This is an optimization exercise on Yosys and OpenROAD, whose aim is small area, a short achievable clock period and few clock cycles per item, not a production implementation.
The RTL was checked by simulation tests, not by an equivalence proof against the original design.
Power figures rest on the tool's default switching activity, not on a simulated workload.

## willow
==> flow/design.v (excerpt) <==
module mult_unit (
    input  logic        clk_i,
    input  logic        rst_ni,
    input  logic        start_i,
    input  logic [2:0]  op_type_i,
    input  logic [31:0] operand_a_i,
    input  logic [31:0] operand_b_i,
    output logic [31:0] result_o,
    output logic        done_o,
    output logic        exception_valid_o,
    output logic [31:0] exception_cause_o
);
For scale: about 2700 cells after synthesis, ~130 flip-flops, about 140 I/O pins.
Settings: LEC_CHECK=0, ABC_AREA=1, CAP_MARGIN=20, CORE_MARGIN=2, CORE_UTILIZATION=60, SLEW_MARGIN=20, SYNTH_HIERARCHICAL=1, SYNTH_MINIMUM_KEEP_SIZE=0; clock period 15.0 ns.
run.sh (not shown) runs the stock make flow with config.mk's settings and CLKGATE_MAP_FILE= SYNTH_SCRIPT=/design/flow/synth_recipe.tcl, a recipe that flattens the netlist after the stock synthesis.
willow finished every step from synthesis to the final layout, and the layout passed the timing, design-rule and antenna checks.
Testbench counts of willow, summed over its fixed seeds: cycles 1,608, ops 1,600.
Changes in nickel relative to willow:
- changing SLEW_MARGIN from 20 to 70
### Flow results
- Multi-input gate share of the layout cell area for nickel is lower than for willow.
- o21ai_2 as the critical path's slowest cell was reported by willow, and fa_1 by nickel.
- | static leakage | lower: willow |
- Delta (nickel minus willow): buffer share of cell area went up by 1.6 points, synthesis-to-finish area growth went up.
- Per the comparison of nickel with willow, wire length of the first global-routing pass barely changed, final core area utilization climbed 1.5 points.
- Final critical-path required period on nickel is ahead of willow.

run a:
mult_unit, a different RTL version from the one above (not shown whole).
For scale: roughly 2700 cells after synthesis, roughly 130 flip-flops, roughly 26000 um2 of cells after synthesis.
==> flow/config.mk <==
export PLATFORM = sky130hd
export DESIGN_NAME = mult_unit
export DESIGN_NICKNAME = mult_unit
export VERILOG_FILES = /design/flow/design.v
export SDC_FILE = /design/flow/constraint.sdc
export NUM_CORES = 4
export LEC_CHECK = 0
export ABC_AREA = 1
export CAP_MARGIN = 20
export CORE_MARGIN = 2
export CORE_UTILIZATION = 70
export CTS_BUF_LIST = sky130_fd_sc_hd__clkbuf_8
export CTS_CLUSTER_SIZE = 40
export SLEW_MARGIN = 20
export SYNTH_HIERARCHICAL = 1
export SYNTH_MINIMUM_KEEP_SIZE = 0
==> flow/constraint.sdc <==
create_clock -name core_clock -period 15.0 [get_ports {clk_i}]
set_input_delay 3.0000 -clock core_clock [delete_from_list [all_inputs] [get_ports {clk_i}]]
set_output_delay 3.0000 -clock core_clock [all_outputs]
set_load 0.01 [all_outputs]
standard.sh (not shown) runs the stock make flow with config.mk's settings and CLKGATE_MAP_FILE= SYNTH_SCRIPT=/design/flow/synth_recipe.tcl, a recipe that flattens the netlist after the stock synthesis.
==> flow/flow/run.sh <==
#!/bin/bash
# The standard layout, with repair_timing asked for extra setup slack and plain port buffers
bash standard.sh SETUP_SLACK_MARGIN=8.0 "BUFFER_PORTS_ARGS=-buffer_cell sky130_fd_sc_hd__buf_2" finish > standard.log 2>&1
Testbench counts of run a, summed over its fixed seeds: cycles 1,608, ops 1,600.
Inputs modified between run a and run b:
# run a
export LEC_CHECK = 0
export ABC_AREA = 1
export CAP_MARGIN = 20
export CORE_MARGIN = 2
export CORE_UTILIZATION = 70
export CTS_BUF_LIST = sky130_fd_sc_hd__clkbuf_8
export CTS_CLUSTER_SIZE = 40
export SLEW_MARGIN = 20
export SYNTH_HIERARCHICAL = 1
export SYNTH_MINIMUM_KEEP_SIZE = 0
create_clock -name core_clock -period 15.0 [get_ports {clk_i}]
# run b
export LEC_CHECK = 0
export ABC_AREA = 1
export CAP_MARGIN = 20
export CORE_MARGIN = 2
export CORE_UTILIZATION = 60
export CTS_BUF_LIST = sky130_fd_sc_hd__clkbuf_8
export CTS_CLUSTER_SIZE = 40
export SLEW_MARGIN = 20
export SYNTH_HIERARCHICAL = 1
export SYNTH_MINIMUM_KEEP_SIZE = 0
create_clock -name core_clock -period 15.0 [get_ports {clk_i}]
==> flow/flow/run.sh <==
#!/bin/bash
# The standard layout, with repair_timing asked for extra setup slack, plain port buffers
# and one tie cell for the constant outputs
bash standard.sh SETUP_SLACK_MARGIN=8.0 "BUFFER_PORTS_ARGS=-buffer_cell sky130_fd_sc_hd__buf_2" SKIP_REPAIR_TIE_FANOUT=1 finish > standard.log 2>&1
Notes after the runs:
- Total combinational power: run b < run a
- Diff run a -> run b: final clock period utilization by the worst path now larger; utilization of the core after routing shows a reduction of 11 points; post-cts repair resize count lower; setup slack now sits lower.
- Wire length | run b above run a
- Run b against run a: global-route usage now smaller, clock period minus worst slack rose by 0.052 ns.

## afterwards: timing with drivers on the ports
No port has a modelled driver above. Below, the same layouts with a new extraction and two added sets of constraints. Step 1: set_driving_cell puts a clkbuf_16 on clk_i and a buf_2 on each other input, an assumption about the parent block. Step 2 times the ports against the registers' clock, not the clock port: input delays grow and output delays shrink by t, the midpoint of the rising clock arrivals with the driver on. Three values: ideal ports, drivers, drivers and shift; two values: the first two.
run	t, ns	setup WS [ns]	latest minus earliest clock arrival (ns)
willow	0.547	7.295 / 7.330 / 6.783	0.019 / 0.018
nickel	0.538	7.516 / 7.550 / 7.012	0.011 / 0.011
run a	0.577	7.985 / 8.014 / 7.437	0.019 / 0.019
run b	0.611	7.934 / 7.967 / 7.356	0.022 / 0.022
After both steps every run listed still meets setup and hold. The setup slack of run b, which loses most, moves by +0.033 ns with the drivers and by -0.578 ns with both steps.
